From an optimization exercise on the open Yosys and OpenROAD flow, aimed at small area; shortcuts taken in it are not production practice.
Only simulation tests tie the RTL to the original design; equivalence was not proved.
Power is estimated from default activity; no workload was simulated.

v6:
// Main
module Main(LED, AN, R, G, B, HS, VS,
            reset, clk, i_0, i_1, i_2, i_3, AI_switch, invis_switch, paddlesize_switch, ballspeed_switch);
  input i_0, i_1, i_2, i_3, clk, reset;
  input AI_switch;
  input paddlesize_switch;
  input ballspeed_switch;
  input invis_switch;
  output [2:0] R, G;
  output [1:0] B;
  output HS;
  output VS;
  output [6:0] LED;
  output [3:0] AN;
  function [6:0] seg;
    input [3:0] n;
    case (n)
      4'd0: seg = 7'b0000001;
      4'd1: seg = 7'b1001111;
      4'd2: seg = 7'b0010010;
      4'd3: seg = 7'b0000110;
      4'd4: seg = 7'b1001100;
      4'd5: seg = 7'b0100100;
      4'd6: seg = 7'b0100000;
      4'd7: seg = 7'b0001111;
      4'd8: seg = 7'b0000000;
      4'd9: seg = 7'b0000100;
      default: seg = 7'b0000001;
    endcase
  endfunction
  reg [1:0] cl;
  reg [11:0] cu;
  reg cc_o;
  always @(posedge clk) begin
    if (reset) begin
      cl <= 2'd0;
      cu <= 12'd0;
      cc_o <= 1'b0;
    end else begin
      cl <= cl + 2'd1;
      if (cl == 2'd3) cu <= {cu[10:0], cu[11] ^ cu[5] ^ cu[3] ^ cu[0] ^ (cu[10:0] == 11'd0)};
      if (cu == 12'd1601 && cl == 2'd1) cc_o <= 1'b1;        
      else if (cu == 12'd0 && cl == 2'd0) cc_o <= 1'b0;      
    end
  end
  wire pixel_en = (cl == 2'd2);
  reg [9:0] hc, vc;
  always @(posedge clk) begin
    if (reset) begin
      hc <= 10'd0;
      vc <= 10'd0;
    end else if (pixel_en) begin
      if (hc == 10'd800) begin
        hc <= 10'd0;
        vc <= (vc == 10'd525) ? 10'd0 : vc + 10'd1;
      end else
        hc <= hc + 10'd1;
    end
  end
  wire vis = (hc != 10'd0) && (hc <= 10'd640) && (vc < 10'd480);
  assign HS = ~((hc >= 10'd649) && (hc <= 10'd744));
  assign VS = ~((hc != 10'd0) ? (vc == 10'd482 || vc == 10'd483) : (vc == 10'd483 || vc == 10'd484));
  wire btn_0, btn_1, btn_2, btn_3;
  Deb454 d0(btn_0, i_0, clk, reset);
  Deb454 d1(btn_1, i_1, clk, reset);
  ...
Size in the first run: about 1800 cells after synthesis, about 31 I/O pins.
Settings: LEC_CHECK=0, ABC_AREA=1, CAP_MARGIN=20, CORE_MARGIN=2, CORE_UTILIZATION=55, SLEW_MARGIN=20; clock period 100.0 ns.
standard.sh (not shown) runs the stock make flow with config.mk's settings and CLKGATE_MAP_FILE= SYNTH_SCRIPT=/design/flow/synth_recipe.tcl, a recipe that flattens the netlist after the stock synthesis.
==> flow/flow/run.sh <==
#!/bin/bash
# Own layout flow: the standard synthesis, then the combinational logic between the
# registers is re-mapped for area with ABC (registers untouched; a few ABC seeds are
# tried in parallel and the smallest netlist kept), then the standard layout from
# floorplan to finish with the knobs in flow/knobs.sh.
set -euo pipefail
WORK=$(pwd)
R=$WORK/orfs/results/${FLOW_PLATFORM}/Main/base
YOSYS=${FLOW_HOME}/../tools/install/yosys/bin/yosys
LIB=${FLOW_HOME}/platforms/${FLOW_PLATFORM}/lib/sky130_fd_sc_hd__tt_025C_1v80.lib

# layout knobs read by the ORFS scripts
source $WORK/flow/knobs.sh

bash standard.sh synth > $WORK/flow_synth.log 2>&1
cp $R/1_2_yosys.v $WORK/std_synth.v

reopt() {
  local S=$1
  local SCRIPT
  SCRIPT=$(sed "s/@SEED@/$S/" $WORK/flow/abc.script | tr -d '\n')
  $YOSYS -p "
read_liberty -ignore_miss_func $LIB
read_verilog $WORK/std_synth.v
hierarchy -top ${FLOW_TOP}
setattr -mod -set keep_hierarchy 1 sky130_fd_sc_hd__*df* sky130_fd_sc_hd__*dl*
flatten
blackbox sky130_fd_sc_hd__*df* sky130_fd_sc_hd__*dl*
opt_clean -purge
abc -liberty $LIB -script +$SCRIPT -dont_use *probe* -dont_use *lpflow*
opt_clean -purge
hilomap -singleton -hicell sky130_fd_sc_hd__conb_1 HI -locell sky130_fd_sc_hd__conb_1 LO
insbuf -buf sky130_fd_sc_hd__buf_4 A X
splitnets
opt_clean -purge
select ${FLOW_TOP}
tee -o $WORK/reopt_stat_$S.txt stat -liberty $LIB
write_verilog -noattr -nohex -nodec -selected $WORK/reopt_$S.v
" > $WORK/flow_reopt_$S.log 2>&1 || true
}

SEEDS="13 14 15 16"
for S in $SEEDS; do reopt $S & done
wait

# keep the smallest re-mapped netlist that has exactly the standard synthesis's registers
seqcells() { grep -oE '^ *sky130_fd_sc_hd__[a-z0-9_]*(df|dl)[a-z0-9_]* +[^ ]+' "$1" | sed 's/^ *//' | sort; }
seqcells $WORK/std_synth.v > $WORK/std_regs.txt
best=""; best_area=""
for S in $SEEDS; do
  f=$WORK/reopt_$S.v
  [[ -s $f ]] || continue
  grep -qE '^ *reg ' $f && continue
  seqcells $f | cmp -s - $WORK/std_regs.txt || continue
  a=$(grep -oE "Chip area for module .*: [0-9.]+" $WORK/reopt_stat_$S.txt | awk '{print $NF}' || true)
  [[ -n "$a" ]] || continue
  echo "seed $S area $a" >> $WORK/reopt_choice.txt
  if [[ -z "$best" ]] || awk -v a="$a" -v b="$best_area" 'BEGIN{exit !(a<b)}'; then best=$S; best_area=$a; fi
done
if [[ -n "$best" ]]; then
  echo "chosen seed $best" >> $WORK/reopt_choice.txt
  cp $WORK/reopt_$best.v $R/1_2_yosys.v
else
  echo "no re-mapped netlist kept, using the standard one" >> $WORK/reopt_choice.txt
fi
rm -f $R/1_synth.odb
bash standard.sh finish > $WORK/flow_layout.log 2>&1
==> flow/flow/knobs.sh <==
# Port buffers: the smallest buffer. Clock tree: no dummy loads, clkbuf_4 leaves of at most 10 sinks.
export BUFFER_PORTS_ARGS="-buffer_cell sky130_fd_sc_hd__buf_1"
export CTS_ARGS="-sink_clustering_enable -repair_clock_nets -dont_use_dummy_load -buf_list sky130_fd_sc_hd__clkbuf_4 -sink_clustering_size 10 -sink_clustering_max_diameter 50"
Other scripts of this flow, unchanged in this note and not shown: flow/flow/abc.script
Modified inputs, v7 compared to v6
-- flow/flow/run.sh --
<<< v6, line 41

SEEDS="13 14 15 16"
for S in $SEEDS; do reopt $S & done
>>> v7, line 41

SEEDS="9 10 11 12"
for S in $SEEDS; do reopt $S & done
==> flow/flow/knobs.sh <==
# Port buffers: the smallest buffer. Clock tree: no dummy loads, clkbuf_8 leaves of at most 15 sinks.
export BUFFER_PORTS_ARGS="-buffer_cell sky130_fd_sc_hd__buf_1"
export CTS_ARGS="-sink_clustering_enable -repair_clock_nets -dont_use_dummy_load -buf_list sky130_fd_sc_hd__clkbuf_8 -sink_clustering_size 15 -sink_clustering_max_diameter 60"
==> notes.md <==
Number of cells after detailed placement ended up about 0.5% higher on v7 than on v6. Where maximum VDD drop is concerned, v6 is better than v7. Status: count of nets after finishing parity (v7, v6). In v7, number of antenna violations at the first check in global routing is lower than in v6. Compared with v6, in v7 design area rose 0.83%, mean area per synthesized cell down about 0.37%, logic depth of the worst path, buffers included closely matched the old numbers, combinational group share of total power now sits lower. Summary — worst hold slack, v7 relative to v6: lower, by 23 ps.

separate check: timing with driven ports:
No port has a modelled driver above. Below, the same layouts with a new extraction and two added sets of constraints.
Step 1, drivers: a clkbuf_16 drives clk and a buf_2 each remaining input, both assumed.
Step 2 adds t to the input delays and takes it off the output delays; t is the mean of the earliest and latest rising clock arrival at the registers after step 1. Input paths then give back, and output paths get back, about the clock's delay inside the block.
Three values: ideal, step 1, step 2; two values: the first two.
run	shift t [ns]	slack for setup (ns)	hold slack, ns	clock arrival spread, ns
v6	0.748	75.507 / 75.529 / 74.780	0.425 / 0.425 / 0.425	0.076 / 0.075
v7	0.585	75.268 / 75.287 / 74.702	0.402 / 0.402 / 0.402	0.098 / 0.098
After both steps setup and hold are still met in every run listed. The setup slack of v6, which loses most, moves by +0.022 ns with the drivers and by -0.727 ns with both steps.
